From an optimization exercise on the open Yosys and OpenROAD flow, aimed at small area and a short achievable clock period; shortcuts taken in it are not production practice.
Where RTL was checked, it was by simulation tests only, not by an equivalence proof against the original.
For runs 1 and 2, only the layout was checked, not whether the RTL still works.
No activity file was given, so power comes from the tool's default toggle rates.

==> flow/design.v (outline; a module is shown in full before it is edited, if it fits) <==
// module mul_s1: 605 lines
// module mul_s2: 348 lines
// module booth8_enc: 62 lines
// module FLP_multiplier_4: 54 lines
module FLP_multiplier_4(
    input [31:0] A,
    input [31:0] B,
    input rst,
    input clk,
    output [31:0] result
);
  // ...
==> flow/flow/run.sh <==
#!/bin/bash
set -o pipefail
bash standard.sh ADDER_MAP_FILE= "BUFFER_PORTS_ARGS=-buffer_cell sky130_fd_sc_hd__buf_2" finish > flow_make.log 2>&1
==> flow/standard.sh <==
#!/bin/bash
# synth_recipe.tcl (not shown) runs the flow's synth.tcl, then flattens the netlist and writes it again
# the make line also repeats each setting of config.mk as NAME=value (left out here)
make -C /OpenROAD-flow-scripts/flow DESIGN_CONFIG=/design/flow/config.mk WORK_HOME=/design/flow/orfs CLKGATE_MAP_FILE= SYNTH_SCRIPT=/design/flow/synth_recipe.tcl "${@:-finish}"
==> flow/config.mk <==
export PLATFORM = sky130hd
export DESIGN_NAME = FLP_multiplier_4
export DESIGN_NICKNAME = FLP_multiplier_4
export VERILOG_FILES = /design/flow/design.v
export SDC_FILE = /design/flow/constraint.sdc
export NUM_CORES = 4
export LEC_CHECK = 0
export CAP_MARGIN = 20
export CORE_MARGIN = 2
export CORE_UTILIZATION = 40
export SETUP_SLACK_MARGIN = 3.5
export SLEW_MARGIN = 20
==> flow/constraint.sdc <==
create_clock -name core_clock -period 7.0 [get_ports {clk}]
set_input_delay 1.4000 -clock core_clock [delete_from_list [all_inputs] [get_ports {clk}]]
set_output_delay 1.4000 -clock core_clock [all_outputs]
set_load 0.01 [all_outputs]
==> results.toml, run 1 <==
[pwr]
p_comb_frac = 0.689
power_uw = 12200
power_sequential_uw = 2390
pg_comb_uw = 8410
power_top_consumer = "combinational cells"

[yosys]
ys_warn_count = 1
synthXorXnorAreaFrac = 0.277
syn-cell-area_sq_um = 21800
synth_top_area_share = 0.212
synth_common_cells = "xnor2_1 (527), dfxtp_1 (225), nand2_1 (166), nor2_1 (151), a22o_1 (147)"
synth_most_common_cell = "xnor2_1"
synth_top_family_by_area = "XOR/XNOR gates"
synth_area_leader_cell = "xnor2_1"
synthFlopType = "dfxtp_1"
yosys.area_share.simple = 0.108

[critical_path]
path_buf_inv = 1
worst-r2r-cell-count = 10
cp-endpoint = "c2$_DFF_P_"
cpLargestDelayFamily = "XOR/XNOR gates"
cp_slowest_stage_delay_ns = 0.68
critical_path_depth = 10
cpMostUsedCell = "xnor2_1"

[sta]
hold_slack_ns = 0.325
setup_viol = 0
finalCritPeriodShare = 0.491

[detailed_routing]
topRoutingLayerUsed = "met4"
wl_per_cell_microns = 21.2
antenna_left = 0

[global_routing]
grt_use_met3 = 0.0439
grtUsageTotal = 0.235

[layout]
top_register = "z2"
n_clock_buffer = 30
final_common_cell = "xnor2_1"
nFlopsAndLatches = 225

[clock_network]
cts_buffers = 26
path_clk_slew_ns = 0.06

[place]
hpwlAfterDp_mm = 47.1
dpl_worst_slack_ns = 3.04

[floorplan]
dieArea_sq_um = 56400
taps = 696

[status]
outcome = "finished clean"
==> module mul_s2, before the edit <==
module mul_s2(
    input  [63:0] z,
    input  cin,
    output hi,
    output [22:0] ml,
    output [22:0] mh,
    output [22:0] m
);
    wire s593 = z[0] ^ z[1];
    wire c594 = z[0] & z[1];
    wire s595 = z[2] ^ z[3];
    wire c596 = z[2] & z[3];
    wire s597 = z[4] ^ z[5];
    wire c598 = z[4] & z[5];
    wire s599 = z[6] ^ z[7];
    wire c600 = z[6] & z[7];
    wire s601 = z[8] ^ z[9];
    wire c602 = z[8] & z[9];
    wire s603 = z[10] ^ z[11];
    wire c604 = z[10] & z[11];
    wire s605 = (z[12] ^ z[13]) ^ 1'b1;
    wire c606 = (z[12] & z[13]) | (1'b1 & (z[12] ^ z[13]));
    wire s607 = c604 ^ s605;
    wire c608 = c604 & s605;
    wire s609 = (z[14] ^ z[15]) ^ c606;
    wire c610 = (z[14] & z[15]) | (c606 & (z[14] ^ z[15]));
    wire s611 = z[16] ^ z[17];
    wire c612 = z[16] & z[17];
    wire s613 = z[18] ^ z[19];
    wire c614 = z[18] & z[19];
    wire s615 = (z[20] ^ z[21]) ^ 1'b1;
    wire c616 = (z[20] & z[21]) | (1'b1 & (z[20] ^ z[21]));
    wire s617 = (z[22] ^ z[23]) ^ 1'b1;
    wire c618 = (z[22] & z[23]) | (1'b1 & (z[22] ^ z[23]));
    wire s619 = (z[24] ^ z[25]) ^ 1'b1;
    wire c620 = (z[24] & z[25]) | (1'b1 & (z[24] ^ z[25]));
    wire s621 = z[26] ^ z[27];
    wire c622 = z[26] & z[27];
    wire s623 = (z[28] ^ z[29]) ^ 1'b1;
    wire c624 = (z[28] & z[29]) | (1'b1 & (z[28] ^ z[29]));
    wire s625 = (z[30] ^ z[31]) ^ 1'b1;
    wire c626 = (z[30] & z[31]) | (1'b1 & (z[30] ^ z[31]));
    wire s627 = z[32] ^ z[33];
    wire c628 = z[32] & z[33];
    wire s629 = (z[34] ^ z[35]) ^ 1'b1;
    wire c630 = (z[34] & z[35]) | (1'b1 & (z[34] ^ z[35]));
    wire s631 = (z[36] ^ z[37]) ^ 1'b1;
    wire c632 = (z[36] & z[37]) | (1'b1 & (z[36] ^ z[37]));
    wire s633 = z[38] ^ z[39];
    wire c634 = z[38] & z[39];
    wire s635 = (z[40] ^ z[41]) ^ 1'b1;
    wire c636 = (z[40] & z[41]) | (1'b1 & (z[40] ^ z[41]));
    wire s637 = (z[42] ^ z[43]) ^ 1'b1;
    wire c638 = (z[42] & z[43]) | (1'b1 & (z[42] ^ z[43]));
    wire s639 = z[44] ^ z[45];
    wire c640 = z[44] & z[45];
    wire s641 = (z[46] ^ z[47]) ^ 1'b1;
    wire c642 = (z[46] & z[47]) | (1'b1 & (z[46] ^ z[47]));
    wire s643 = (z[48] ^ z[49]) ^ 1'b1;
    wire c644 = (z[48] & z[49]) | (1'b1 & (z[48] ^ z[49]));
    wire s645 = z[50] ^ z[51];
    wire c646 = z[50] & z[51];
    wire s647 = (z[52] ^ z[53]) ^ 1'b1;
    wire c648 = (z[52] & z[53]) | (1'b1 & (z[52] ^ z[53]));
    wire s649 = (z[54] ^ z[55]) ^ 1'b1;
    wire c650 = (z[54] & z[55]) | (1'b1 & (z[54] ^ z[55]));
    wire s651 = z[56] ^ z[57];
    wire c652 = z[56] & z[57];
    wire s653 = (z[58] ^ z[59]) ^ 1'b1;
    wire c654 = (z[58] & z[59]) | (1'b1 & (z[58] ^ z[59]));
    wire s655 = (z[60] ^ z[61]) ^ 1'b1;
    wire c656 = (z[60] & z[61]) | (1'b1 & (z[60] ^ z[61]));
    wire s657 = (z[62] ^ z[63]) ^ 1'b1;
    wire c658 = (z[62] & z[63]) | (1'b1 & (z[62] ^ z[63]));
    wire [47:16] x = {c656, c654, c652, s651, c648, c646, s645, c642, c640, s639, c636, c634, s633, c630, c628, s627, c624, c622, s621, c618, c616, c614, c612, s611, c608, s607, c602, c600, c598, c596, c594, cin};
    wire [47:16] y = {s657, s655, s653, c650, s649, s647, c644, s643, s641, c638, s637, s635, c632, s631, s629, c626, s625, s623, c620, s619, s617, s615, s613, c610, s609, 1'b0, s603, s601, s599, s597, s595, s593};
    wire [9:0] lp = x[24:16] + y[24:16];
    wire [9:0] lhi = lp + 10'd64;
    wire kp = lp[9], khi = lhi[9];
    wire g25_25 = x[25] & y[25];
    wire p25_25 = x[25] ^ y[25];
    wire g26_26 = x[26] & y[26];
    wire p26_26 = x[26] ^ y[26];
    wire g27_27 = x[27] & y[27];
    wire p27_27 = x[27] ^ y[27];
    wire g28_28 = x[28] & y[28];
    wire p28_28 = x[28] ^ y[28];
    wire g29_29 = x[29] & y[29];
    wire p29_29 = x[29] ^ y[29];
    wire g30_30 = x[30] & y[30];
    wire p30_30 = x[30] ^ y[30];
    wire g31_31 = x[31] & y[31];
    wire p31_31 = x[31] ^ y[31];
    wire g32_32 = x[32] & y[32];
    wire p32_32 = x[32] ^ y[32];
    wire g33_33 = x[33] & y[33];
    wire p33_33 = x[33] ^ y[33];
    wire g34_34 = x[34] & y[34];
    wire p34_34 = x[34] ^ y[34];
    wire g35_35 = x[35] & y[35];
    wire p35_35 = x[35] ^ y[35];
    wire g36_36 = x[36] & y[36];
    wire p36_36 = x[36] ^ y[36];
    wire g37_37 = x[37] & y[37];
    wire p37_37 = x[37] ^ y[37];
    wire g38_38 = x[38] & y[38];
    wire p38_38 = x[38] ^ y[38];
    wire g39_39 = x[39] & y[39];
    wire p39_39 = x[39] ^ y[39];
    wire g40_40 = x[40] & y[40];
    wire p40_40 = x[40] ^ y[40];
    wire g41_41 = x[41] & y[41];
    wire p41_41 = x[41] ^ y[41];
    wire g42_42 = x[42] & y[42];
    wire p42_42 = x[42] ^ y[42];
    wire g43_43 = x[43] & y[43];
    wire p43_43 = x[43] ^ y[43];
    wire g44_44 = x[44] & y[44];
    wire p44_44 = x[44] ^ y[44];
    wire g45_45 = x[45] & y[45];
    wire p45_45 = x[45] ^ y[45];
    wire g46_46 = x[46] & y[46];
    wire p46_46 = x[46] ^ y[46];
    wire g47_47 = x[47] & y[47];
    wire p47_47 = x[47] ^ y[47];
    wire G26_25 = g26_26 | (p26_26 & g25_25);
    wire P26_25 = p26_26 & p25_25;
    wire G27_26 = g27_27 | (p27_27 & g26_26);
    wire P27_26 = p27_27 & p26_26;
    wire G28_27 = g28_28 | (p28_28 & g27_27);
    wire P28_27 = p28_28 & p27_27;
    wire G29_28 = g29_29 | (p29_29 & g28_28);
    wire P29_28 = p29_29 & p28_28;
    wire G30_29 = g30_30 | (p30_30 & g29_29);
    wire P30_29 = p30_30 & p29_29;
    wire G31_30 = g31_31 | (p31_31 & g30_30);
    wire P31_30 = p31_31 & p30_30;
    wire G32_31 = g32_32 | (p32_32 & g31_31);
    wire P32_31 = p32_32 & p31_31;
    wire G33_32 = g33_33 | (p33_33 & g32_32);
    wire P33_32 = p33_33 & p32_32;
    wire G34_33 = g34_34 | (p34_34 & g33_33);
    wire P34_33 = p34_34 & p33_33;
    wire G35_34 = g35_35 | (p35_35 & g34_34);
    wire P35_34 = p35_35 & p34_34;
    wire G36_35 = g36_36 | (p36_36 & g35_35);
    wire P36_35 = p36_36 & p35_35;
    wire G37_36 = g37_37 | (p37_37 & g36_36);
    wire P37_36 = p37_37 & p36_36;
    wire G38_37 = g38_38 | (p38_38 & g37_37);
    wire P38_37 = p38_38 & p37_37;
    wire G39_38 = g39_39 | (p39_39 & g38_38);
    wire P39_38 = p39_39 & p38_38;
    wire G40_39 = g40_40 | (p40_40 & g39_39);
    wire P40_39 = p40_40 & p39_39;
    wire G41_40 = g41_41 | (p41_41 & g40_40);
    wire P41_40 = p41_41 & p40_40;
    wire G42_41 = g42_42 | (p42_42 & g41_41);
    wire P42_41 = p42_42 & p41_41;
    wire G43_42 = g43_43 | (p43_43 & g42_42);
    wire P43_42 = p43_43 & p42_42;
    wire G44_43 = g44_44 | (p44_44 & g43_43);
    wire P44_43 = p44_44 & p43_43;
    wire G45_44 = g45_45 | (p45_45 & g44_44);
    wire P45_44 = p45_45 & p44_44;
    wire G46_45 = g46_46 | (p46_46 & g45_45);
    wire P46_45 = p46_46 & p45_45;
    wire G47_46 = g47_47 | (p47_47 & g46_46);
    wire P47_46 = p47_47 & p46_46;
    wire G27_25 = G27_26 | (P27_26 & g25_25);
    wire P27_25 = P27_26 & p25_25;
    wire G28_25 = G28_27 | (P28_27 & G26_25);
    wire P28_25 = P28_27 & P26_25;
    wire G29_26 = G29_28 | (P29_28 & G27_26);
    wire P29_26 = P29_28 & P27_26;
    wire G30_27 = G30_29 | (P30_29 & G28_27);
    wire P30_27 = P30_29 & P28_27;
    wire G31_28 = G31_30 | (P31_30 & G29_28);
    wire P31_28 = P31_30 & P29_28;
    wire G32_29 = G32_31 | (P32_31 & G30_29);
    wire P32_29 = P32_31 & P30_29;
    wire G33_30 = G33_32 | (P33_32 & G31_30);
    wire P33_30 = P33_32 & P31_30;
    wire G34_31 = G34_33 | (P34_33 & G32_31);
    wire P34_31 = P34_33 & P32_31;
    wire G35_32 = G35_34 | (P35_34 & G33_32);
    wire P35_32 = P35_34 & P33_32;
    wire G36_33 = G36_35 | (P36_35 & G34_33);
    wire P36_33 = P36_35 & P34_33;
    wire G37_34 = G37_36 | (P37_36 & G35_34);
    wire P37_34 = P37_36 & P35_34;
    wire G38_35 = G38_37 | (P38_37 & G36_35);
    wire P38_35 = P38_37 & P36_35;
    wire G39_36 = G39_38 | (P39_38 & G37_36);
    wire P39_36 = P39_38 & P37_36;
    wire G40_37 = G40_39 | (P40_39 & G38_37);
    wire P40_37 = P40_39 & P38_37;
    wire G41_38 = G41_40 | (P41_40 & G39_38);
    wire P41_38 = P41_40 & P39_38;
    wire G42_39 = G42_41 | (P42_41 & G40_39);
    wire P42_39 = P42_41 & P40_39;
    wire G43_40 = G43_42 | (P43_42 & G41_40);
    wire P43_40 = P43_42 & P41_40;
    wire G44_41 = G44_43 | (P44_43 & G42_41);
    wire P44_41 = P44_43 & P42_41;
    wire G45_42 = G45_44 | (P45_44 & G43_42);
    wire P45_42 = P45_44 & P43_42;
    wire G46_43 = G46_45 | (P46_45 & G44_43);
    wire P46_43 = P46_45 & P44_43;
    wire G47_44 = G47_46 | (P47_46 & G45_44);
    wire P47_44 = P47_46 & P45_44;
    wire G29_25 = G29_26 | (P29_26 & g25_25);
    wire P29_25 = P29_26 & p25_25;
    wire G30_25 = G30_27 | (P30_27 & G26_25);
    wire P30_25 = P30_27 & P26_25;
    wire G31_25 = G31_28 | (P31_28 & G27_25);
    wire P31_25 = P31_28 & P27_25;
    wire G32_25 = G32_29 | (P32_29 & G28_25);
    wire P32_25 = P32_29 & P28_25;
    wire G33_26 = G33_30 | (P33_30 & G29_26);
    wire P33_26 = P33_30 & P29_26;
    wire G34_27 = G34_31 | (P34_31 & G30_27);
    wire P34_27 = P34_31 & P30_27;
    wire G35_28 = G35_32 | (P35_32 & G31_28);
    wire P35_28 = P35_32 & P31_28;
    wire G36_29 = G36_33 | (P36_33 & G32_29);
    wire P36_29 = P36_33 & P32_29;
    wire G37_30 = G37_34 | (P37_34 & G33_30);
    wire P37_30 = P37_34 & P33_30;
    wire G38_31 = G38_35 | (P38_35 & G34_31);
    wire P38_31 = P38_35 & P34_31;
    wire G39_32 = G39_36 | (P39_36 & G35_32);
    wire P39_32 = P39_36 & P35_32;
    wire G40_33 = G40_37 | (P40_37 & G36_33);
    wire P40_33 = P40_37 & P36_33;
    wire G41_34 = G41_38 | (P41_38 & G37_34);
    wire P41_34 = P41_38 & P37_34;
    wire G42_35 = G42_39 | (P42_39 & G38_35);
    wire P42_35 = P42_39 & P38_35;
    wire G43_36 = G43_40 | (P43_40 & G39_36);
    wire P43_36 = P43_40 & P39_36;
    wire G44_37 = G44_41 | (P44_41 & G40_37);
    wire P44_37 = P44_41 & P40_37;
    wire G45_38 = G45_42 | (P45_42 & G41_38);
    wire P45_38 = P45_42 & P41_38;
    wire G46_39 = G46_43 | (P46_43 & G42_39);
    wire P46_39 = P46_43 & P42_39;
    wire G47_40 = G47_44 | (P47_44 & G43_40);
    wire P47_40 = P47_44 & P43_40;
    wire G33_25 = G33_26 | (P33_26 & g25_25);
    wire P33_25 = P33_26 & p25_25;
    wire G34_25 = G34_27 | (P34_27 & G26_25);
    wire P34_25 = P34_27 & P26_25;
    wire G35_25 = G35_28 | (P35_28 & G27_25);
    wire P35_25 = P35_28 & P27_25;
    wire G36_25 = G36_29 | (P36_29 & G28_25);
    wire P36_25 = P36_29 & P28_25;
    wire G37_25 = G37_30 | (P37_30 & G29_25);
    wire P37_25 = P37_30 & P29_25;
    wire G38_25 = G38_31 | (P38_31 & G30_25);
    wire P38_25 = P38_31 & P30_25;
    wire G39_25 = G39_32 | (P39_32 & G31_25);
    wire P39_25 = P39_32 & P31_25;
    wire G40_25 = G40_33 | (P40_33 & G32_25);
    wire P40_25 = P40_33 & P32_25;
    wire G41_26 = G41_34 | (P41_34 & G33_26);
    wire P41_26 = P41_34 & P33_26;
    wire G42_27 = G42_35 | (P42_35 & G34_27);
    wire P42_27 = P42_35 & P34_27;
    wire G43_28 = G43_36 | (P43_36 & G35_28);
    wire P43_28 = P43_36 & P35_28;
    wire G44_29 = G44_37 | (P44_37 & G36_29);
    wire P44_29 = P44_37 & P36_29;
    wire G45_30 = G45_38 | (P45_38 & G37_30);
    wire P45_30 = P45_38 & P37_30;
    wire G46_31 = G46_39 | (P46_39 & G38_31);
    wire P46_31 = P46_39 & P38_31;
    wire G47_32 = G47_40 | (P47_40 & G39_32);
    wire P47_32 = P47_40 & P39_32;
    wire G41_25 = G41_26 | (P41_26 & g25_25);
    wire P41_25 = P41_26 & p25_25;
    wire G42_25 = G42_27 | (P42_27 & G26_25);
    wire P42_25 = P42_27 & P26_25;
    wire G43_25 = G43_28 | (P43_28 & G27_25);
    wire P43_25 = P43_28 & P27_25;
    wire G44_25 = G44_29 | (P44_29 & G28_25);
    wire P44_25 = P44_29 & P28_25;
    wire G45_25 = G45_30 | (P45_30 & G29_25);
    wire P45_25 = P45_30 & P29_25;
    wire G46_25 = G46_31 | (P46_31 & G30_25);
    wire P46_25 = P46_31 & P30_25;
    wire G47_25 = G47_32 | (P47_32 & G31_25);
    wire P47_25 = P47_32 & P31_25;
    wire [6:0] lz = x[21:16] + y[21:16];
    wire c22 = lz[6];    
    wire [46:22] xp = x[46:22] ^ y[46:22];
    wire [46:22] xo = x[46:22] | y[46:22];
    wire zero = (xp[22] == c22) & (xp[46:23] == xo[45:22]);
    wire plo47 = (p47_47 ^ (G46_25 | (P46_25 & kp)));
    assign hi = plo47 & ~zero;
    assign ml[0] = lp[7];
    assign mh[0] = lhi[8];
    assign ml[1] = lp[8];
    assign mh[1] = (p25_25 ^ khi);
    assign ml[2] = (p25_25 ^ kp);
    assign mh[2] = (p26_26 ^ (g25_25 | (p25_25 & khi)));
    assign ml[3] = (p26_26 ^ (g25_25 | (p25_25 & kp)));
    assign mh[3] = (p27_27 ^ (G26_25 | (P26_25 & khi)));
    assign ml[4] = (p27_27 ^ (G26_25 | (P26_25 & kp)));
    assign mh[4] = (p28_28 ^ (G27_25 | (P27_25 & khi)));
    assign ml[5] = (p28_28 ^ (G27_25 | (P27_25 & kp)));
    assign mh[5] = (p29_29 ^ (G28_25 | (P28_25 & khi)));
    assign ml[6] = (p29_29 ^ (G28_25 | (P28_25 & kp)));
    assign mh[6] = (p30_30 ^ (G29_25 | (P29_25 & khi)));
    assign ml[7] = (p30_30 ^ (G29_25 | (P29_25 & kp)));
    assign mh[7] = (p31_31 ^ (G30_25 | (P30_25 & khi)));
    assign ml[8] = (p31_31 ^ (G30_25 | (P30_25 & kp)));
    assign mh[8] = (p32_32 ^ (G31_25 | (P31_25 & khi)));
    assign ml[9] = (p32_32 ^ (G31_25 | (P31_25 & kp)));
    assign mh[9] = (p33_33 ^ (G32_25 | (P32_25 & khi)));
    assign ml[10] = (p33_33 ^ (G32_25 | (P32_25 & kp)));
    assign mh[10] = (p34_34 ^ (G33_25 | (P33_25 & khi)));
    assign ml[11] = (p34_34 ^ (G33_25 | (P33_25 & kp)));
    assign mh[11] = (p35_35 ^ (G34_25 | (P34_25 & khi)));
    assign ml[12] = (p35_35 ^ (G34_25 | (P34_25 & kp)));
    assign mh[12] = (p36_36 ^ (G35_25 | (P35_25 & khi)));
    assign ml[13] = (p36_36 ^ (G35_25 | (P35_25 & kp)));
    assign mh[13] = (p37_37 ^ (G36_25 | (P36_25 & khi)));
    assign ml[14] = (p37_37 ^ (G36_25 | (P36_25 & kp)));
    assign mh[14] = (p38_38 ^ (G37_25 | (P37_25 & khi)));
    assign ml[15] = (p38_38 ^ (G37_25 | (P37_25 & kp)));
    assign mh[15] = (p39_39 ^ (G38_25 | (P38_25 & khi)));
    assign ml[16] = (p39_39 ^ (G38_25 | (P38_25 & kp)));
    assign mh[16] = (p40_40 ^ (G39_25 | (P39_25 & khi)));
    assign ml[17] = (p40_40 ^ (G39_25 | (P39_25 & kp)));
    assign mh[17] = (p41_41 ^ (G40_25 | (P40_25 & khi)));
    assign ml[18] = (p41_41 ^ (G40_25 | (P40_25 & kp)));
    assign mh[18] = (p42_42 ^ (G41_25 | (P41_25 & khi)));
    assign ml[19] = (p42_42 ^ (G41_25 | (P41_25 & kp)));
    assign mh[19] = (p43_43 ^ (G42_25 | (P42_25 & khi)));
    assign ml[20] = (p43_43 ^ (G42_25 | (P42_25 & kp)));
    assign mh[20] = (p44_44 ^ (G43_25 | (P43_25 & khi)));
    assign ml[21] = (p44_44 ^ (G43_25 | (P43_25 & kp)));
    assign mh[21] = (p45_45 ^ (G44_25 | (P44_25 & khi)));
    assign ml[22] = (p45_45 ^ (G44_25 | (P44_25 & kp)));
    assign mh[22] = (p46_46 ^ (G45_25 | (P45_25 & khi)));
    assign m = hi ? mh : ml;
endmodule
==> module FLP_multiplier_4, before the edit <==
module FLP_multiplier_4(
    input [31:0] A,
    input [31:0] B,
    input rst,
    input clk,
    output [31:0] result
);
    reg [22:0] a1, b1;
    reg s1;
    reg [7:0] e1;
    wire [7:0] e0 = A[30:23] + B[30:23] + 8'd129;    
    always @(posedge clk) begin
        a1 <= A[22:0];
        b1 <= B[22:0];
        e1 <= e0;
        s1 <= A[31] ^ B[31];
    end
    wire [25:0] a3_0 = {2'b01, A[22:0]} + {1'b1, A[22:0], 1'b0};
    reg [25:0] a3_1;
    always @(posedge clk) a3_1 <= a3_0;
    wire [39:0] dg0;
    booth8_enc enc(.b(B[22:0]), .dg(dg0));
    reg [39:0] dg1;
    always @(posedge clk) dg1 <= dg0;
    wire [63:0] z;
    wire zc;
    mul_s1 st1(.a(a1), .a3(a3_1), .dg(dg1), .z(z), .cout(zc));
    reg [63:0] z2;
    reg c2;
    reg [7:0] e2;
    reg sg2;
    always @(posedge clk) begin
        z2 <= z;
        c2 <= zc;
        e2 <= e1;
        sg2 <= s1;
    end
    wire hi;
    wire [22:0] m, ml, mh;
    mul_s2 st2(.z(z2), .cin(c2), .hi(hi), .ml(ml), .mh(mh), .m(m));
    wire [7:0] e2i = e2 + 8'd1;
    reg [22:0] ml3, mh3;
    reg [7:0] e3;
    reg hi3, sg3;
    always @(posedge clk) begin
        ml3 <= ml;
        mh3 <= mh;
        e3 <= e2;
        hi3 <= hi;
        sg3 <= sg2;
    end
    wire [7:0] e3i = e3 + 8'd1;
    assign result = {sg3, hi3 ? e3i : e3, hi3 ? mh3 : ml3};
endmodule
==> run 2, diff against run 1 <==
--- a/flow/design.v
+++ b/flow/design.v
@@ -1,13 +1,13 @@
 module mul_s1(
     input  [22:0] a,
     input  [25:0] a3,
     input  [39:0] dg,
-    output [63:0] z,
+    output [71:0] z,
     output cout
 );
     wire pp1 = ((dg[0] & a[0]) | (dg[2] & a3[0])) ^ dg[4];
     wire pp2 = ((dg[0] & a[1]) | (dg[1] & a[0]) | (dg[2] & a3[1])) ^ dg[4];
     wire pp3 = ((dg[0] & a[2]) | (dg[1] & a[1]) | (dg[2] & a3[2]) | (dg[3] & a[0])) ^ dg[4];
     wire pp4 = ((dg[0] & a[3]) | (dg[1] & a[2]) | (dg[2] & a3[3]) | (dg[3] & a[1])) ^ dg[4];
     wire pp5 = ((dg[0] & a[4]) | (dg[1] & a[3]) | (dg[2] & a3[4]) | (dg[3] & a[2])) ^ dg[4];
     wire pp6 = ((dg[0] & a[5]) | (dg[1] & a[4]) | (dg[2] & a3[5]) | (dg[3] & a[3])) ^ dg[4];
@@ -592,24 +592,24 @@
     wire s585 = (a[20] ^ nn189) ^ pp213;
     wire c586 = (a[20] & nn189) | (pp213 & (a[20] ^ nn189));
     wire s587 = c582 ^ s585;
     wire c588 = c582 & s585;
     wire s589 = (a[21] ^ pp214) ^ c586;
     wire c590 = (a[21] & pp214) | (c586 & (a[21] ^ pp214));
     wire s591 = a[22] ^ pp215;
     wire c592 = a[22] & pp215;
-    wire [15:0] lr0 = {c276, s273, s265, c252, c246, s243, s237, c230, s227, s225, c220, c218, pp28, pp3, pp2, dg[4]};
-    wire [15:0] lr1 = {s285, s275, s267, s259, s251, s245, s239, s233, s229, s223, s221, s219, s217, 1'b0, 1'b0, pp1};
-    wire [16:0] lsum = {1'b0, lr0} + {1'b0, lr1};
-    assign cout = lsum[16];
-    assign z = {c592, nn216, c590, s591, s589, c588, s587, c584, c580, s583, s579, c576, s575, c570, c564, s569, s563, c558, s557, c550, c542, s549, s541, c534, s533, c524, c514, s523, s513, c504, s503, c492, c480, s491, s479, c468, s467, c454, s453, c440, s439, s437, c412, s425, s411, c398, s397, c384, s383, c370, s369, c356, s355, c342, s341, s339, s329, s327, s317, c306, s305, c296, s295, c286};
+    wire [11:0] lr0 = {c246, s243, s237, c230, s227, s225, c220, c218, pp28, pp3, pp2, dg[4]};
+    wire [11:0] lr1 = {s251, s245, s239, s233, s229, s223, s221, s219, s217, 1'b0, 1'b0, pp1};
+    wire [12:0] lsum = {1'b0, lr0} + {1'b0, lr1};
+    assign cout = lsum[12];
+    assign z = {c592, nn216, c590, s591, s589, c588, s587, c584, c580, s583, s579, c576, s575, c570, c564, s569, s563, c558, s557, c550, c542, s549, s541, c534, s533, c524, c514, s523, s513, c504, s503, c492, c480, s491, s479, c468, s467, c454, s453, c440, s439, s437, c412, s425, s411, c398, s397, c384, s383, c370, s369, c356, s355, c342, s341, s339, s329, s327, s317, c306, s305, c296, s295, c286, s285, c276, s275, s273, s267, s265, s259, c252};
 endmodule
 module mul_s2(
-    input  [63:0] z,
+    input  [71:0] z,
     input  cin,
     output hi,
     output [22:0] ml,
     output [22:0] mh,
     output [22:0] m
 );
     wire s593 = z[0] ^ z[1];
     wire c594 = z[0] & z[1];
@@ -618,75 +618,87 @@
     wire s597 = z[4] ^ z[5];
     wire c598 = z[4] & z[5];
     wire s599 = z[6] ^ z[7];
     wire c600 = z[6] & z[7];
     wire s601 = z[8] ^ z[9];
     wire c602 = z[8] & z[9];
     wire s603 = z[10] ^ z[11];
     wire c604 = z[10] & z[11];
-    wire s605 = (z[12] ^ z[13]) ^ 1'b1;
-    wire c606 = (z[12] & z[13]) | (1'b1 & (z[12] ^ z[13]));
-    wire s607 = c604 ^ s605;
-    wire c608 = c604 & s605;
-    wire s609 = (z[14] ^ z[15]) ^ c606;
-    wire c610 = (z[14] & z[15]) | (c606 & (z[14] ^ z[15]));
-    wire s611 = z[16] ^ z[17];
-    wire c612 = z[16] & z[17];
-    wire s613 = z[18] ^ z[19];
-    wire c614 = z[18] & z[19];
-    wire s615 = (z[20] ^ z[21]) ^ 1'b1;
-    wire c616 = (z[20] & z[21]) | (1'b1 & (z[20] ^ z[21]));
-    wire s617 = (z[22] ^ z[23]) ^ 1'b1;
-    wire c618 = (z[22] & z[23]) | (1'b1 & (z[22] ^ z[23]));
-    wire s619 = (z[24] ^ z[25]) ^ 1'b1;
-    wire c620 = (z[24] & z[25]) | (1'b1 & (z[24] ^ z[25]));
+    wire s605 = z[12] ^ z[13];
+    wire c606 = z[12] & z[13];
+    wire s607 = z[14] ^ z[15];
+    wire c608 = z[14] & z[15];
+    wire s609 = z[16] ^ z[17];
+    wire c610 = z[16] & z[17];
+    wire s611 = z[18] ^ z[19];
+    wire c612 = z[18] & z[19];
+    wire s613 = (z[20] ^ z[21]) ^ 1'b1;
+    wire c614 = (z[20] & z[21]) | (1'b1 & (z[20] ^ z[21]));
+    wire s615 = c612 ^ s613;
+    wire c616 = c612 & s613;
+    wire s617 = (z[22] ^ z[23]) ^ c614;
+    wire c618 = (z[22] & z[23]) | (c614 & (z[22] ^ z[23]));
+    wire s619 = z[24] ^ z[25];
+    wire c620 = z[24] & z[25];
     wire s621 = z[26] ^ z[27];
     wire c622 = z[26] & z[27];
     wire s623 = (z[28] ^ z[29]) ^ 1'b1;
     wire c624 = (z[28] & z[29]) | (1'b1 & (z[28] ^ z[29]));
     wire s625 = (z[30] ^ z[31]) ^ 1'b1;
     wire c626 = (z[30] & z[31]) | (1'b1 & (z[30] ^ z[31]));
-    wire s627 = z[32] ^ z[33];
-    wire c628 = z[32] & z[33];
-    wire s629 = (z[34] ^ z[35]) ^ 1'b1;
-    wire c630 = (z[34] & z[35]) | (1'b1 & (z[34] ^ z[35]));
+    wire s627 = (z[32] ^ z[33]) ^ 1'b1;
+    wire c628 = (z[32] & z[33]) | (1'b1 & (z[32] ^ z[33]));
+    wire s629 = z[34] ^ z[35];
+    wire c630 = z[34] & z[35];
     wire s631 = (z[36] ^ z[37]) ^ 1'b1;
     wire c632 = (z[36] & z[37]) | (1'b1 & (z[36] ^ z[37]));
-    wire s633 = z[38] ^ z[39];
-    wire c634 = z[38] & z[39];
-    wire s635 = (z[40] ^ z[41]) ^ 1'b1;
-    wire c636 = (z[40] & z[41]) | (1'b1 & (z[40] ^ z[41]));
+    wire s633 = (z[38] ^ z[39]) ^ 1'b1;
+    wire c634 = (z[38] & z[39]) | (1'b1 & (z[38] ^ z[39]));
+    wire s635 = z[40] ^ z[41];
+    wire c636 = z[40] & z[41];
     wire s637 = (z[42] ^ z[43]) ^ 1'b1;
     wire c638 = (z[42] & z[43]) | (1'b1 & (z[42] ^ z[43]));
-    wire s639 = z[44] ^ z[45];
-    wire c640 = z[44] & z[45];
-    wire s641 = (z[46] ^ z[47]) ^ 1'b1;
-    wire c642 = (z[46] & z[47]) | (1'b1 & (z[46] ^ z[47]));
+    wire s639 = (z[44] ^ z[45]) ^ 1'b1;
+    wire c640 = (z[44] & z[45]) | (1'b1 & (z[44] ^ z[45]));
+    wire s641 = z[46] ^ z[47];
+    wire c642 = z[46] & z[47];
     wire s643 = (z[48] ^ z[49]) ^ 1'b1;
     wire c644 = (z[48] & z[49]) | (1'b1 & (z[48] ^ z[49]));
-    wire s645 = z[50] ^ z[51];
-    wire c646 = z[50] & z[51];
-    wire s647 = (z[52] ^ z[53]) ^ 1'b1;
-    wire c648 = (z[52] & z[53]) | (1'b1 & (z[52] ^ z[53]));
+    wire s645 = (z[50] ^ z[51]) ^ 1'b1;
+    wire c646 = (z[50] & z[51]) | (1'b1 & (z[50] ^ z[51]));
+    wire s647 = z[52] ^ z[53];
+    wire c648 = z[52] & z[53];
     wire s649 = (z[54] ^ z[55]) ^ 1'b1;
     wire c650 = (z[54] & z[55]) | (1'b1 & (z[54] ^ z[55]));
-    wire s651 = z[56] ^ z[57];
-    wire c652 = z[56] & z[57];
-    wire s653 = (z[58] ^ z[59]) ^ 1'b1;
-    wire c654 = (z[58] & z[59]) | (1'b1 & (z[58] ^ z[59]));
+    wire s651 = (z[56] ^ z[57]) ^ 1'b1;
+    wire c652 = (z[56] & z[57]) | (1'b1 & (z[56] ^ z[57]));
+    wire s653 = z[58] ^ z[59];
+    wire c654 = z[58] & z[59];
     wire s655 = (z[60] ^ z[61]) ^ 1'b1;
     wire c656 = (z[60] & z[61]) | (1'b1 & (z[60] ^ z[61]));
     wire s657 = (z[62] ^ z[63]) ^ 1'b1;
     wire c658 = (z[62] & z[63]) | (1'b1 & (z[62] ^ z[63]));
-    wire [47:16] x = {c656, c654, c652, s651, c648, c646, s645, c642, c640, s639, c636, c634, s633, c630, c628, s627, c624, c622, s621, c618, c616, c614, c612, s611, c608, s607, c602, c600, c598, c596, c594, cin};
-    wire [47:16] y = {s657, s655, s653, c650, s649, s647, c644, s643, s641, c638, s637, s635, c632, s631, s629, c626, s625, s623, c620, s619, s617, s615, s613, c610, s609, 1'b0, s603, s601, s599, s597, s595, s593};
-    wire [9:0] lp = x[24:16] + y[24:16];
-    wire [9:0] lhi = lp + 10'd64;
-    wire kp = lp[9], khi = lhi[9];
+    wire s659 = z[64] ^ z[65];
+    wire c660 = z[64] & z[65];
+    wire s661 = (z[66] ^ z[67]) ^ 1'b1;
+    wire c662 = (z[66] & z[67]) | (1'b1 & (z[66] ^ z[67]));
+    wire s663 = (z[68] ^ z[69]) ^ 1'b1;
+    wire c664 = (z[68] & z[69]) | (1'b1 & (z[68] ^ z[69]));
+    wire s665 = (z[70] ^ z[71]) ^ 1'b1;
+    wire c666 = (z[70] & z[71]) | (1'b1 & (z[70] ^ z[71]));
+    wire [47:12] x = {c664, c662, c660, s659, c656, c654, s653, c650, c648, s647, c644, c642, s641, c638, c636, s635, c632, c630, s629, c626, c624, c622, c620, s619, c616, s615, c610, c608, c606, c604, c602, c600, c598, c596, c594, cin};
+    wire [47:12] y = {s665, s663, s661, c658, s657, s655, c652, s651, s649, c646, s645, s643, c640, s639, s637, c634, s633, s631, c628, s627, s625, s623, s621, c618, s617, 1'b0, s611, s609, s607, s605, s603, s601, s599, s597, s595, s593};
+    wire [10:0] lz = x[21:12] + y[21:12];
+    wire c22 = lz[10];    
+    wire kp = x[22] & c22, khi = x[22] | c22;
+    wire g23_23 = x[23] & y[23];
+    wire p23_23 = x[23] ^ y[23];
+    wire g24_24 = x[24] & y[24];
+    wire p24_24 = x[24] ^ y[24];
     wire g25_25 = x[25] & y[25];
     wire p25_25 = x[25] ^ y[25];
     wire g26_26 = x[26] & y[26];
     wire p26_26 = x[26] ^ y[26];
     wire g27_27 = x[27] & y[27];
     wire p27_27 = x[27] ^ y[27];
     wire g28_28 = x[28] & y[28];
     wire p28_28 = x[28] ^ y[28];
@@ -723,16 +735,20 @@
     wire g44_44 = x[44] & y[44];
     wire p44_44 = x[44] ^ y[44];
     wire g45_45 = x[45] & y[45];
     wire p45_45 = x[45] ^ y[45];
     wire g46_46 = x[46] & y[46];
     wire p46_46 = x[46] ^ y[46];
     wire g47_47 = x[47] & y[47];
     wire p47_47 = x[47] ^ y[47];
+    wire G24_23 = g24_24 | (p24_24 & g23_23);
+    wire P24_23 = p24_24 & p23_23;
+    wire G25_24 = g25_25 | (p25_25 & g24_24);
+    wire P25_24 = p25_25 & p24_24;
     wire G26_25 = g26_26 | (p26_26 & g25_25);
     wire P26_25 = p26_26 & p25_25;
     wire G27_26 = g27_27 | (p27_27 & g26_26);
     wire P27_26 = p27_27 & p26_26;
     wire G28_27 = g28_28 | (p28_28 & g27_27);
     wire P28_27 = p28_28 & p27_27;
     wire G29_28 = g29_29 | (p29_29 & g28_28);
     wire P29_28 = p29_29 & p28_28;
@@ -767,18 +783,22 @@
     wire G44_43 = g44_44 | (p44_44 & g43_43);
     wire P44_43 = p44_44 & p43_43;
     wire G45_44 = g45_45 | (p45_45 & g44_44);
     wire P45_44 = p45_45 & p44_44;
     wire G46_45 = g46_46 | (p46_46 & g45_45);
     wire P46_45 = p46_46 & p45_45;
     wire G47_46 = g47_47 | (p47_47 & g46_46);
     wire P47_46 = p47_47 & p46_46;
-    wire G27_25 = G27_26 | (P27_26 & g25_25);
-    wire P27_25 = P27_26 & p25_25;
+    wire G25_23 = G25_24 | (P25_24 & g23_23);
+    wire P25_23 = P25_24 & p23_23;
+    wire G26_23 = G26_25 | (P26_25 & G24_23);
+    wire P26_23 = P26_25 & P24_23;
+    wire G27_24 = G27_26 | (P27_26 & G25_24);
+    wire P27_24 = P27_26 & P25_24;
     wire G28_25 = G28_27 | (P28_27 & G26_25);
     wire P28_25 = P28_27 & P26_25;
     wire G29_26 = G29_28 | (P29_28 & G27_26);
     wire P29_26 = P29_28 & P27_26;
     wire G30_27 = G30_29 | (P30_29 & G28_27);
     wire P30_27 = P30_29 & P28_27;
     wire G31_28 = G31_30 | (P31_30 & G29_28);
     wire P31_28 = P31_30 & P29_28;
@@ -809,22 +829,26 @@
     wire G44_41 = G44_43 | (P44_43 & G42_41);
     wire P44_41 = P44_43 & P42_41;
     wire G45_42 = G45_44 | (P45_44 & G43_42);
     wire P45_42 = P45_44 & P43_42;
     wire G46_43 = G46_45 | (P46_45 & G44_43);
     wire P46_43 = P46_45 & P44_43;
     wire G47_44 = G47_46 | (P47_46 & G45_44);
     wire P47_44 = P47_46 & P45_44;
-    wire G29_25 = G29_26 | (P29_26 & g25_25);
-    wire P29_25 = P29_26 & p25_25;
-    wire G30_25 = G30_27 | (P30_27 & G26_25);
-    wire P30_25 = P30_27 & P26_25;
-    wire G31_25 = G31_28 | (P31_28 & G27_25);
-    wire P31_25 = P31_28 & P27_25;
+    wire G27_23 = G27_24 | (P27_24 & g23_23);
+    wire P27_23 = P27_24 & p23_23;
+    wire G28_23 = G28_25 | (P28_25 & G24_23);
+    wire P28_23 = P28_25 & P24_23;
+    wire G29_23 = G29_26 | (P29_26 & G25_23);
+    wire P29_23 = P29_26 & P25_23;
+    wire G30_23 = G30_27 | (P30_27 & G26_23);
+    wire P30_23 = P30_27 & P26_23;
+    wire G31_24 = G31_28 | (P31_28 & G27_24);
+    wire P31_24 = P31_28 & P27_24;
     wire G32_25 = G32_29 | (P32_29 & G28_25);
     wire P32_25 = P32_29 & P28_25;
     wire G33_26 = G33_30 | (P33_30 & G29_26);
     wire P33_26 = P33_30 & P29_26;
     wire G34_27 = G34_31 | (P34_31 & G30_27);
     wire P34_27 = P34_31 & P30_27;
     wire G35_28 = G35_32 | (P35_32 & G31_28);
     wire P35_28 = P35_32 & P31_28;
@@ -847,113 +871,119 @@
     wire G44_37 = G44_41 | (P44_41 & G40_37);
     wire P44_37 = P44_41 & P40_37;
     wire G45_38 = G45_42 | (P45_42 & G41_38);
     wire P45_38 = P45_42 & P41_38;
     wire G46_39 = G46_43 | (P46_43 & G42_39);
     wire P46_39 = P46_43 & P42_39;
     wire G47_40 = G47_44 | (P47_44 & G43_40);
     wire P47_40 = P47_44 & P43_40;
-    wire G33_25 = G33_26 | (P33_26 & g25_25);
-    wire P33_25 = P33_26 & p25_25;
-    wire G34_25 = G34_27 | (P34_27 & G26_25);
-    wire P34_25 = P34_27 & P26_25;
-    wire G35_25 = G35_28 | (P35_28 & G27_25);
-    wire P35_25 = P35_28 & P27_25;
-    wire G36_25 = G36_29 | (P36_29 & G28_25);
-    wire P36_25 = P36_29 & P28_25;
-    wire G37_25 = G37_30 | (P37_30 & G29_25);
-    wire P37_25 = P37_30 & P29_25;
-    wire G38_25 = G38_31 | (P38_31 & G30_25);
-    wire P38_25 = P38_31 & P30_25;
-    wire G39_25 = G39_32 | (P39_32 & G31_25);
-    wire P39_25 = P39_32 & P31_25;
+    wire G31_23 = G31_24 | (P31_24 & g23_23);
+    wire P31_23 = P31_24 & p23_23;
+    wire G32_23 = G32_25 | (P32_25 & G24_23);
+    wire P32_23 = P32_25 & P24_23;
+    wire G33_23 = G33_26 | (P33_26 & G25_23);
+    wire P33_23 = P33_26 & P25_23;
+    wire G34_23 = G34_27 | (P34_27 & G26_23);
+    wire P34_23 = P34_27 & P26_23;
+    wire G35_23 = G35_28 | (P35_28 & G27_23);
+    wire P35_23 = P35_28 & P27_23;
+    wire G36_23 = G36_29 | (P36_29 & G28_23);
+    wire P36_23 = P36_29 & P28_23;
+    wire G37_23 = G37_30 | (P37_30 & G29_23);
+    wire P37_23 = P37_30 & P29_23;
+    wire G38_23 = G38_31 | (P38_31 & G30_23);
+    wire P38_23 = P38_31 & P30_23;
+    wire G39_24 = G39_32 | (P39_32 & G31_24);
+    wire P39_24 = P39_32 & P31_24;
     wire G40_25 = G40_33 | (P40_33 & G32_25);
     wire P40_25 = P40_33 & P32_25;
     wire G41_26 = G41_34 | (P41_34 & G33_26);
     wire P41_26 = P41_34 & P33_26;
     wire G42_27 = G42_35 | (P42_35 & G34_27);
     wire P42_27 = P42_35 & P34_27;
     wire G43_28 = G43_36 | (P43_36 & G35_28);
     wire P43_28 = P43_36 & P35_28;
     wire G44_29 = G44_37 | (P44_37 & G36_29);
     wire P44_29 = P44_37 & P36_29;
     wire G45_30 = G45_38 | (P45_38 & G37_30);
     wire P45_30 = P45_38 & P37_30;
     wire G46_31 = G46_39 | (P46_39 & G38_31);
     wire P46_31 = P46_39 & P38_31;
     wire G47_32 = G47_40 | (P47_40 & G39_32);
     wire P47_32 = P47_40 & P39_32;
-    wire G41_25 = G41_26 | (P41_26 & g25_25);
-    wire P41_25 = P41_26 & p25_25;
-    wire G42_25 = G42_27 | (P42_27 & G26_25);
-    wire P42_25 = P42_27 & P26_25;
-    wire G43_25 = G43_28 | (P43_28 & G27_25);
-    wire P43_25 = P43_28 & P27_25;
-    wire G44_25 = G44_29 | (P44_29 & G28_25);
-    wire P44_25 = P44_29 & P28_25;
-    wire G45_25 = G45_30 | (P45_30 & G29_25);
-    wire P45_25 = P45_30 & P29_25;
-    wire G46_25 = G46_31 | (P46_31 & G30_25);
-    wire P46_25 = P46_31 & P30_25;
-    wire G47_25 = G47_32 | (P47_32 & G31_25);
-    wire P47_25 = P47_32 & P31_25;
-    wire [6:0] lz = x[21:16] + y[21:16];
-    wire c22 = lz[6];    
+    wire G39_23 = G39_24 | (P39_24 & g23_23);
+    wire P39_23 = P39_24 & p23_23;
+    wire G40_23 = G40_25 | (P40_25 & G24_23);
+    wire P40_23 = P40_25 & P24_23;
+    wire G41_23 = G41_26 | (P41_26 & G25_23);
+    wire P41_23 = P41_26 & P25_23;
+    wire G42_23 = G42_27 | (P42_27 & G26_23);
+    wire P42_23 = P42_27 & P26_23;
+    wire G43_23 = G43_28 | (P43_28 & G27_23);
+    wire P43_23 = P43_28 & P27_23;
+    wire G44_23 = G44_29 | (P44_29 & G28_23);
+    wire P44_23 = P44_29 & P28_23;
+    wire G45_23 = G45_30 | (P45_30 & G29_23);
+    wire P45_23 = P45_30 & P29_23;
+    wire G46_23 = G46_31 | (P46_31 & G30_23);
+    wire P46_23 = P46_31 & P30_23;
+    wire G47_23 = G47_32 | (P47_32 & G31_23);
+    wire P47_23 = P47_32 & P31_23;
     wire [46:22] xp = x[46:22] ^ y[46:22];
     wire [46:22] xo = x[46:22] | y[46:22];
     wire zero = (xp[22] == c22) & (xp[46:23] == xo[45:22]);
-    wire plo47 = (p47_47 ^ (G46_25 | (P46_25 & kp)));
+    wire plo47 = (p47_47 ^ (G46_23 | (P46_23 & kp)));
     assign hi = plo47 & ~zero;
-    assign ml[0] = lp[7];
-    assign mh[0] = lhi[8];
-    assign ml[1] = lp[8];
-    assign mh[1] = (p25_25 ^ khi);
-    assign ml[2] = (p25_25 ^ kp);
-    assign mh[2] = (p26_26 ^ (g25_25 | (p25_25 & khi)));
-    assign ml[3] = (p26_26 ^ (g25_25 | (p25_25 & kp)));
-    assign mh[3] = (p27_27 ^ (G26_25 | (P26_25 & khi)));
-    assign ml[4] = (p27_27 ^ (G26_25 | (P26_25 & kp)));
-    assign mh[4] = (p28_28 ^ (G27_25 | (P27_25 & khi)));
-    assign ml[5] = (p28_28 ^ (G27_25 | (P27_25 & kp)));
-    assign mh[5] = (p29_29 ^ (G28_25 | (P28_25 & khi)));
-    assign ml[6] = (p29_29 ^ (G28_25 | (P28_25 & kp)));
-    assign mh[6] = (p30_30 ^ (G29_25 | (P29_25 & khi)));
-    assign ml[7] = (p30_30 ^ (G29_25 | (P29_25 & kp)));
-    assign mh[7] = (p31_31 ^ (G30_25 | (P30_25 & khi)));
-    assign ml[8] = (p31_31 ^ (G30_25 | (P30_25 & kp)));
-    assign mh[8] = (p32_32 ^ (G31_25 | (P31_25 & khi)));
-    assign ml[9] = (p32_32 ^ (G31_25 | (P31_25 & kp)));
-    assign mh[9] = (p33_33 ^ (G32_25 | (P32_25 & khi)));
-    assign ml[10] = (p33_33 ^ (G32_25 | (P32_25 & kp)));
-    assign mh[10] = (p34_34 ^ (G33_25 | (P33_25 & khi)));
-    assign ml[11] = (p34_34 ^ (G33_25 | (P33_25 & kp)));
-    assign mh[11] = (p35_35 ^ (G34_25 | (P34_25 & khi)));
-    assign ml[12] = (p35_35 ^ (G34_25 | (P34_25 & kp)));
-    assign mh[12] = (p36_36 ^ (G35_25 | (P35_25 & khi)));
-    assign ml[13] = (p36_36 ^ (G35_25 | (P35_25 & kp)));
-    assign mh[13] = (p37_37 ^ (G36_25 | (P36_25 & khi)));
-    assign ml[14] = (p37_37 ^ (G36_25 | (P36_25 & kp)));
-    assign mh[14] = (p38_38 ^ (G37_25 | (P37_25 & khi)));
-    assign ml[15] = (p38_38 ^ (G37_25 | (P37_25 & kp)));
-    assign mh[15] = (p39_39 ^ (G38_25 | (P38_25 & khi)));
-    assign ml[16] = (p39_39 ^ (G38_25 | (P38_25 & kp)));
-    assign mh[16] = (p40_40 ^ (G39_25 | (P39_25 & khi)));
-    assign ml[17] = (p40_40 ^ (G39_25 | (P39_25 & kp)));
-    assign mh[17] = (p41_41 ^ (G40_25 | (P40_25 & khi)));
-    assign ml[18] = (p41_41 ^ (G40_25 | (P40_25 & kp)));
-    assign mh[18] = (p42_42 ^ (G41_25 | (P41_25 & khi)));
-    assign ml[19] = (p42_42 ^ (G41_25 | (P41_25 & kp)));
-    assign mh[19] = (p43_43 ^ (G42_25 | (P42_25 & khi)));
-    assign ml[20] = (p43_43 ^ (G42_25 | (P42_25 & kp)));
-    assign mh[20] = (p44_44 ^ (G43_25 | (P43_25 & khi)));
-    assign ml[21] = (p44_44 ^ (G43_25 | (P43_25 & kp)));
-    assign mh[21] = (p45_45 ^ (G44_25 | (P44_25 & khi)));
-    assign ml[22] = (p45_45 ^ (G44_25 | (P44_25 & kp)));
-    assign mh[22] = (p46_46 ^ (G45_25 | (P45_25 & khi)));
+    assign ml[0] = (p23_23 ^ kp);
+    assign mh[0] = (p24_24 ^ (g23_23 | (p23_23 & khi)));
+    assign ml[1] = (p24_24 ^ (g23_23 | (p23_23 & kp)));
+    assign mh[1] = (p25_25 ^ (G24_23 | (P24_23 & khi)));
+    assign ml[2] = (p25_25 ^ (G24_23 | (P24_23 & kp)));
+    assign mh[2] = (p26_26 ^ (G25_23 | (P25_23 & khi)));
+    assign ml[3] = (p26_26 ^ (G25_23 | (P25_23 & kp)));
+    assign mh[3] = (p27_27 ^ (G26_23 | (P26_23 & khi)));
+    assign ml[4] = (p27_27 ^ (G26_23 | (P26_23 & kp)));
+    assign mh[4] = (p28_28 ^ (G27_23 | (P27_23 & khi)));
+    assign ml[5] = (p28_28 ^ (G27_23 | (P27_23 & kp)));
+    assign mh[5] = (p29_29 ^ (G28_23 | (P28_23 & khi)));
+    assign ml[6] = (p29_29 ^ (G28_23 | (P28_23 & kp)));
+    assign mh[6] = (p30_30 ^ (G29_23 | (P29_23 & khi)));
+    assign ml[7] = (p30_30 ^ (G29_23 | (P29_23 & kp)));
+    assign mh[7] = (p31_31 ^ (G30_23 | (P30_23 & khi)));
+    assign ml[8] = (p31_31 ^ (G30_23 | (P30_23 & kp)));
+    assign mh[8] = (p32_32 ^ (G31_23 | (P31_23 & khi)));
+    assign ml[9] = (p32_32 ^ (G31_23 | (P31_23 & kp)));
+    assign mh[9] = (p33_33 ^ (G32_23 | (P32_23 & khi)));
+    assign ml[10] = (p33_33 ^ (G32_23 | (P32_23 & kp)));
+    assign mh[10] = (p34_34 ^ (G33_23 | (P33_23 & khi)));
+    assign ml[11] = (p34_34 ^ (G33_23 | (P33_23 & kp)));
+    assign mh[11] = (p35_35 ^ (G34_23 | (P34_23 & khi)));
+    assign ml[12] = (p35_35 ^ (G34_23 | (P34_23 & kp)));
+    assign mh[12] = (p36_36 ^ (G35_23 | (P35_23 & khi)));
+    assign ml[13] = (p36_36 ^ (G35_23 | (P35_23 & kp)));
+    assign mh[13] = (p37_37 ^ (G36_23 | (P36_23 & khi)));
+    assign ml[14] = (p37_37 ^ (G36_23 | (P36_23 & kp)));
+    assign mh[14] = (p38_38 ^ (G37_23 | (P37_23 & khi)));
+    assign ml[15] = (p38_38 ^ (G37_23 | (P37_23 & kp)));
+    assign mh[15] = (p39_39 ^ (G38_23 | (P38_23 & khi)));
+    assign ml[16] = (p39_39 ^ (G38_23 | (P38_23 & kp)));
+    assign mh[16] = (p40_40 ^ (G39_23 | (P39_23 & khi)));
+    assign ml[17] = (p40_40 ^ (G39_23 | (P39_23 & kp)));
+    assign mh[17] = (p41_41 ^ (G40_23 | (P40_23 & khi)));
+    assign ml[18] = (p41_41 ^ (G40_23 | (P40_23 & kp)));
+    assign mh[18] = (p42_42 ^ (G41_23 | (P41_23 & khi)));
+    assign ml[19] = (p42_42 ^ (G41_23 | (P41_23 & kp)));
+    assign mh[19] = (p43_43 ^ (G42_23 | (P42_23 & khi)));
+    assign ml[20] = (p43_43 ^ (G42_23 | (P42_23 & kp)));
+    assign mh[20] = (p44_44 ^ (G43_23 | (P43_23 & khi)));
+    assign ml[21] = (p44_44 ^ (G43_23 | (P43_23 & kp)));
+    assign mh[21] = (p45_45 ^ (G44_23 | (P44_23 & khi)));
+    assign ml[22] = (p45_45 ^ (G44_23 | (P44_23 & kp)));
+    assign mh[22] = (p46_46 ^ (G45_23 | (P45_23 & khi)));
     assign m = hi ? mh : ml;
 endmodule
 module booth8_enc(
     input  [22:0] b,
     output [39:0] dg
 );
     wire [25:0] y = {2'b00, 1'b1, b};
     wire [2:0] t0 = {1'b0, y[1], 1'b0} + {2'b00, y[0]} + {2'b00, 1'b0};
@@ -1032,20 +1062,20 @@
     end
     wire [25:0] a3_0 = {2'b01, A[22:0]} + {1'b1, A[22:0], 1'b0};
     reg [25:0] a3_1;
     always @(posedge clk) a3_1 <= a3_0;
     wire [39:0] dg0;
     booth8_enc enc(.b(B[22:0]), .dg(dg0));
     reg [39:0] dg1;
     always @(posedge clk) dg1 <= dg0;
-    wire [63:0] z;
+    wire [71:0] z;
     wire zc;
     mul_s1 st1(.a(a1), .a3(a3_1), .dg(dg1), .z(z), .cout(zc));
-    reg [63:0] z2;
+    reg [71:0] z2;
     reg c2;
     reg [7:0] e2;
     reg sg2;
     always @(posedge clk) begin
         z2 <= z;
         c2 <= zc;
         e2 <= e1;
         sg2 <= s1;
==> results.toml, run 2 <==
[status]
outcome = "finished clean"

[sta]
finalCritPeriodShare = 0.484
finalWorstSetupSlack_ns = 3.61
clock_skew_ns = 0.0275
hold_violations = 0
rsz0062_at_grt = "true"
report.final.slew_viol_count = 0
setup_viol = 0
min_period_ns = 3.39
tns_ns = 0
fmax_mhz = 295
slew_headroom = 0.220
worst_pin_slew_ns = 1.17

[layout]
syn2layout_area_growth_pct = 6.53
final_cell_mix = "xnor2_1 (510), dfxtp_1 (218), nand2_1 (168)"
num_antenna_cells = 0
final_common_cell = "xnor2_1"
num-nets-final = 2621
postLayoutCellArea_sq_um = 23900
reg_top3 = "z2 (71), dg1 (39), a3_1 (25)"
fill_cells = 5574
drive_gt1_frac = 0.145
largest_register_ffs = 71
final_cells = 3322
top_register = "z2"

[clock_network]
h-tree-depth = 1
cts_buffers = 27
clock_sinks = 233
clock_path_buffers = 3
holdBufCountCts = 0
clkLatencyLatePin_ns = 0.58
cts_tree = "built"
path_clk_slew_ns = 0.06
cts_setup_buffers = 0
root_buffer = "clkbuf_16"

[detailed_routing]
dr.pass1.iters = 6
drt-initial-drc-count = 1670
num_vias = 19600
antenna_left = 0
wl_per_cell_microns = 19.8
viasPerCell = 5.90
wirelength_mm = 65.9
route.detailed.drc = 0

[critical_path]
cp_slowest_stage_delay_ns = 0.94
r2r_setup_slack_ns = 3.61
worstPathRequired_ns = 7.44
arrival_ns = 3.83
crit_path_start_kind = "flop"
cp-end-kind = "flop"
crit_path_top_delay_cell = "dfxtp_1"
path_class = "flop to flop"
reg2reg_from = "dg1[14]$_DFF_P_"
worst-r2r-cell-count = 8
rr_endpoint = "z2[29]$_DFF_P_"
crit_chain = "buf_4 > xnor2_1 > maj3_1 > nor2_1 > a21oi_1 > maj3_2 > maj3_2 > maj3_1"
critPathMaxFanout = 15

[yosys]
synth_most_common_cell = "xnor2_1"
synth_top_area_share = 0.208
async_flop_share = 0
synthFlopType = "dfxtp_1"
syn-num-nets = 2692
synth_cell_types = 91
synth_edf_count = 0
ys_warn_count = 1
synth_seq_cells = 233
synthCells = 2626
synth_common_cells = "xnor2_1 (511), dfxtp_1 (233), nand2_1 (168), a22o_1 (155), xor2_1 (138)"
synth.area.top_cells = "dfxtp_1 (21%), xnor2_1 (20%), a22o_1 (6.1%), xor2_1 (5.4%), maj3_1 (4.9%)"
avgSynthCellArea_sq_um = 8.54
syn-cell-area_sq_um = 22400
synth_area_leader_cell = "dfxtp_1"
ys_seq_area_frac = 0.208

[hold_path]
hp-start = "sg2$_DFF_P_"
hold_path_end = "sg3$_DFF_P_"
holdPathStages = 0
min_path_type = "flop to flop"

[run]
maxCapViolCount = 0

[floorplan]
die_w_microns = 241
dieArea_sq_um = 58000
initial_core_util = 0.406
rows = 86
die_h_microns = 241
ios = 98
core_sq_um = 55300

[global_routing]
grt.overflow.total = 0
grt_pass1_vias = 18400
grt_max_degree = 32
grt_pass1_wl_mm = 103
grtUsageTotal = 0.221
antenna_found_initial = 0

[pwr]
ir_drop_mv = 0.195
power_leakage_uw = 0.00854
power.density_nw_per_um2 = 522
p_sw_uw = 5860
p_comb_frac = 0.692
internal_power_uw = 6620
power_frac_seq = 0.197
sw_frac_of_total = 0.470
clock_power_share = 0.110

[place]
post_dp_cell_area_sq_um = 22900
dpl_worst_slack_ns = 3.12
place_inst = 3273
io_buffers = 96
hpwlAfterDp_mm = 46.3
gp_congestion = 0.901
## run 2: changes by cell type after synthesis, moves of 14 or more
cell,delta
nor2_1,-21
xnor2_1,-16
a22oi_1,-15
o21ai_0,-15
buf_2,+14
## run 2: per-layer routing
metal	wire, microns	GRT usage	up-vias
met5	0	0	-
met4	2810	0.0941	0
met3	5530	0.0452	195
met2	28800	0.349	904
met1	28700	0.293	9198
li1	-	-	9287
## run 2: cell type report
type	instances	area (sq um)	share of cell area
timing repair buffer	144	871	0.0364
sequential	233	4690	0.196
tap	748	936	0.0392
inverter	53	199	0.00832
multi-input combinational	2096	16300	0.683
clock inverter	14	156	0.00654
clock buffer	34	722	0.0302
## run 2: cell families after synthesis
| logic type | count (synthesis) | share of synthesized area |
|---|---|---|
| AO/OA/AOI/OAI | 744 | 0.258 |
| XOR/XNOR | 677 | 0.277 |
| AND/OR/NAND/NOR | 485 | 0.101 |
| buffers and inverters | 297 | 0.0680 |
| flip-flops | 233 | 0.208 |
| adder cells (fa/ha/maj) | 150 | 0.0692 |
| multiplexers | 40 | 0.0192 |
## run 2: power groups by stage
stage	logic (uW)	clock network, uW	registers [uW]
global route	9560	1470	2520
detailed placement	8540	0	2460
global placement	8410	0	2440
CTS	8570	1420	2430
floorplan	7210	0	2090
finish	8640	1380	2470
## run 2: worst max-delay path by stage
stage / start / cells after the start / to
finish: dg1[14]$_DFF_P_ / 8 / z2[29]$_DFF_P_
global route: dg1[4]$_DFF_P_ / 11 / c2$_DFF_P_
CTS: hi3$_DFF_P_ / 6 / result[29]
detailed placement: A[2] / 10 / a3_1[22]$_DFF_P_
global placement: A[3] / 10 / a3_1[22]$_DFF_P_
floorplan: A[2] / 11 / a3_1[23]$_DFF_P_
## run 2: metrics by stage
stage	hold WS (ns)	util	power, uW
finish	0.324	0.432	12500
global route	0.334	0.432	13600
CTS	0.327	0.430	12400
detailed placement	0.312	0.414	11000
global placement	0.310	0.414	10800
floorplan	0.310	-	9290
## run 2: timing repair
item                       CTS  global route
setup endpoints to repair    5            17
resized for setup            5            20
gates cloned                 0             1
## run 2: critical path, delay by kind of cell, from the launching register on
family	cells	cell delay, ns
XOR/XNOR	1	0.16
flip-flops	1	0.94
AO/OA/AOI/OAI	1	0.10
AND/OR/NAND/NOR	1	0.15
adder cells (fa/ha/maj)	4	1.44
buffers and inverters	1	0.43
==> run 3, diff against run 2 <==
--- a/flow/design.v
+++ b/flow/design.v
@@ -1085,15 +1085,7 @@
     mul_s2 st2(.z(z2), .cin(c2), .hi(hi), .ml(ml), .mh(mh), .m(m));
     wire [7:0] e2i = e2 + 8'd1;
-    reg [22:0] ml3, mh3;
-    reg [7:0] e3;
-    reg hi3, sg3;
-    always @(posedge clk) begin
-        ml3 <= ml;
-        mh3 <= mh;
-        e3 <= e2;
-        hi3 <= hi;
-        sg3 <= sg2;
-    end
-    wire [7:0] e3i = e3 + 8'd1;
-    assign result = {sg3, hi3 ? e3i : e3, hi3 ? mh3 : ml3};
+    wire [7:0] e = hi ? e2i : e2;
+    reg [31:0] r3;
+    always @(posedge clk) r3 <= {sg2, e, m};
+    assign result = r3;
 endmodule
--- a/flow/config.mk
+++ b/flow/config.mk
@@ -9,4 +9,5 @@
 export CORE_MARGIN = 2
 export CORE_UTILIZATION = 40
+export CTS_BUF_LIST = sky130_fd_sc_hd__clkbuf_4 sky130_fd_sc_hd__clkbuf_8
 export SETUP_SLACK_MARGIN = 3.5
 export SLEW_MARGIN = 20
==> results.toml, run 3 <==
[place]
gp_congestion = 0.939
io_buffers = 96
place_inst = 3245
post_dp_cell_area_sq_um = 21900
hpwlAfterDp_mm = 48.0

[layout]
final_cells = 3326
syn2layout_area_growth_pct = 9.49
final_core_util = 0.441
fill_cells = 5250
top_register = "z2"
postLayoutCellArea_sq_um = 23100
final_common_cell = "xnor2_1"
multi_input_area_sq_um = 16000
regArea_sq_um = 4240
num-nets-final = 2672
drive_gt1_frac = 0.123
reg_top3 = "z2 (71), dg1 (39), r3 (32)"
largest_register_ffs = 71
final_cell_mix = "xnor2_1 (524), nand2_1 (177), dfxtp_1 (172)"

[detailed_routing]
dr.pass1.iters = 6
wl_per_cell_microns = 21.0
drt-initial-drc-count = 2058
antenna_left = 0
num_vias = 20100
wirelength_mm = 69.8
viasPerCell = 6.06
route.detailed.drc = 0

[critical_path]
worstPathRequired_ns = 7.47
cp-end-kind = "flop"
crit_path_start_kind = "flop"
critPathMaxFanout = 8
path_class = "flop to flop"
arrival_ns = 3.88

[sta]
fmax_mhz = 293
clock_skew_ns = 0.0681
min_period_ns = 3.41
rsz0062_at_grt = "true"
tns_ns = 0
hold_slack_ns = 0.326
worst_pin_slew_ns = 0.822
slew_headroom = 0.450
hold_violations = 0
setup_viol = 0
report.final.slew_viol_count = 0
finalCritPeriodShare = 0.487

[global_routing]
grt_max_degree = 49
grt_use_met1 = 0.315
grt_busiest_layer = "met2"
grt_pass1_wl_mm = 108
grtUsageTotal = 0.250
grt_use_met3 = 0.0447
antenna_found_initial = 1
grt_use_met2 = 0.407
grt.overflow.total = 0
grt_pass1_vias = 19000

[floorplan]
initial_core_util = 0.403
die_w_microns = 234
dieArea_sq_um = 54600
die_h_microns = 234
rows = 84
ios = 98
core_sq_um = 52300

[clock_network]
clock_sinks = 209
root_buffer = "clkbuf_8"
holdBufCountCts = 0
clkLatencyLatePin_ns = 0.62
cts_tree = "built"
clock_path_buffers = 3
h-tree-depth = 2
path_clk_slew_ns = 0.06
cts_buffers = 40

[yosys]
avgSynthCellArea_sq_um = 7.95
synth_edf_count = 0
syn-cell-area_sq_um = 21100
ys_seq_area_frac = 0.198
synth_common_cells = "xnor2_1 (531), dfxtp_1 (209), nand2_1 (177), clkbuf_1 (164), nor2_1 (161)"
async_flop_share = 0
synth_cell_types = 83
synth_most_common_cell = "xnor2_1"
synthCells = 2654
synthFlopType = "dfxtp_1"
synth.area.top_cells = "xnor2_1 (22%), dfxtp_1 (20%), a221oi_1 (6.6%), maj3_1 (6.3%), a22o_1 (6.3%)"
synth_area_leader_cell = "xnor2_1"
ys_warn_count = 1
synth_top_area_share = 0.221
synth_seq_cells = 209
syn-num-nets = 2720

[pwr]
power_leakage_uw = 0.00821
power_frac_seq = 0.185
sw_frac_of_total = 0.492
power.density_nw_per_um2 = 534
internal_power_uw = 6270
ir_drop_mv = 0.209
p_sw_uw = 6060
p_comb_frac = 0.710
clock_power_share = 0.105

[run]
maxCapViolCount = 0

[hold_path]
min_path_type = "flop to flop"

[status]
outcome = "finished clean"
## run 3: what timing repair did
action | CTS | global route
buffers inserted | 1 | 5
pin swaps | 1 | 6
gates resized for setup | 22 | 55
cloned | 0 | 1
hold endpoints to repair | 0 | 0
setup endpoints to repair | 34 | 34
## run 3: worst paths after layout
kind	from	to	slack, ns	cells past startpoint
worst min register to register	e1[1]$_DFF_P_	e2[1]$_DFF_P_	0.33	0
worst max-delay path	a3_1[2]$_DFF_P_	c2$_DFF_P_	3.59	11
worst max register to register	a3_1[2]$_DFF_P_	c2$_DFF_P_	3.59	11
worst min-delay path	e1[1]$_DFF_P_	e2[1]$_DFF_P_	0.33	0
## run 3: layout make-up
class / count / area share
Antenna cell: 1 / 0.000108
Clock buffer: 53 / 0.0294
Clock inverter: 20 / 0.00856
Inverter: 50 / 0.00813
Multi-Input combinational cell: 2149 / 0.691
Sequential cell: 209 / 0.184
Tap cell: 688 / 0.0373
Timing Repair Buffer: 156 / 0.0418
## run 3: metal layers
layer,wire length [microns],part of all wire
met2,31400,0.45
met5,0,0
met4,3530,0.051
met1,29100,0.42
met3,5810,0.083
## run 3: worst max-delay path, cell delays in order, from the launching register on
cell and delay, ns:
dfxtp_1 0.74, a22oi_1 0.15, nand2_1 0.16, xnor2_1 0.10
nor3_1 0.34, nand2_1 0.21, maj3_1 0.38, a221oi_1 0.27
a31oi_1 0.09, o221ai_2 0.22, or3b_1 0.38, a211oi_1 0.24
## run 3: stage by stage
step	power [uW]	setup slack, ns
6_report	12300	3.59
5_1_grt	13400	3.32
4_1_cts	12100	3.49
3_5_place_dp	10700	3.13
3_3_place_gp	10600	3.18
2_1_floorplan	8960	3.52
## run 3: logic make-up (layout without fill, tap and decap cells)
| family | Yosys count | count (layout) | synth area share |
|---|---|---|---|
| xor+xnor | 681 | 681 | 0.283 |
| buf+inv | 296 | 279 | 0.0566 |
| flops | 209 | 209 | 0.198 |
| compound gates | 775 | 775 | 0.269 |
| other cells | 0 | 1 | 0 |
| mux | 21 | 21 | 0.0102 |
| fa+ha+maj | 133 | 133 | 0.0631 |
| simple gates | 539 | 539 | 0.119 |
## run 3: power groups by stage
stage                     logic [uW]  registers [uW]  clock network [uW]
after floorplan                 7080            1880                   0
after global placement          8360            2220                   0
after detailed placement        8500            2240                   0
after CTS                       8580            2220                1340
after global routing            9670            2340                1390
final                           8750            2290                1290

[afterwards: timing with drivers on the ports]
The results above use ideal ports. As a check the final layouts listed here were re-extracted and re-timed, cells and wires unchanged.
Step 1: set_driving_cell puts a clkbuf_16 on clk and a buf_2 on each other input, an assumption about the parent block.
Step 2 also shifts input and output timing later by t, the mid clock arrival at the registers, as if the neighbouring blocks saw the same clock.
Three values: ideal ports, drivers, drivers and shift; two values: the first two.
| run | t, ns | slack for setup (ns) | worst data-port slew with drivers (ns) | cell pins on the clock port's net |
|---|---|---|---|---|
| run 1 | 0.619 | 3.564 / 3.564 / 3.112 | 0.04 | 1 |
| run 2 | 0.632 | 3.611 / 3.585 / 3.127 | 0.05 | 1 |
| run 3 | 0.646 | 3.590 / 3.590 / 3.300 | 0.03 | 1 |
After both steps every run listed still meets setup and hold. The setup slack of run 2, which loses most, moves by -0.026 ns with the drivers and by -0.484 ns with both steps.
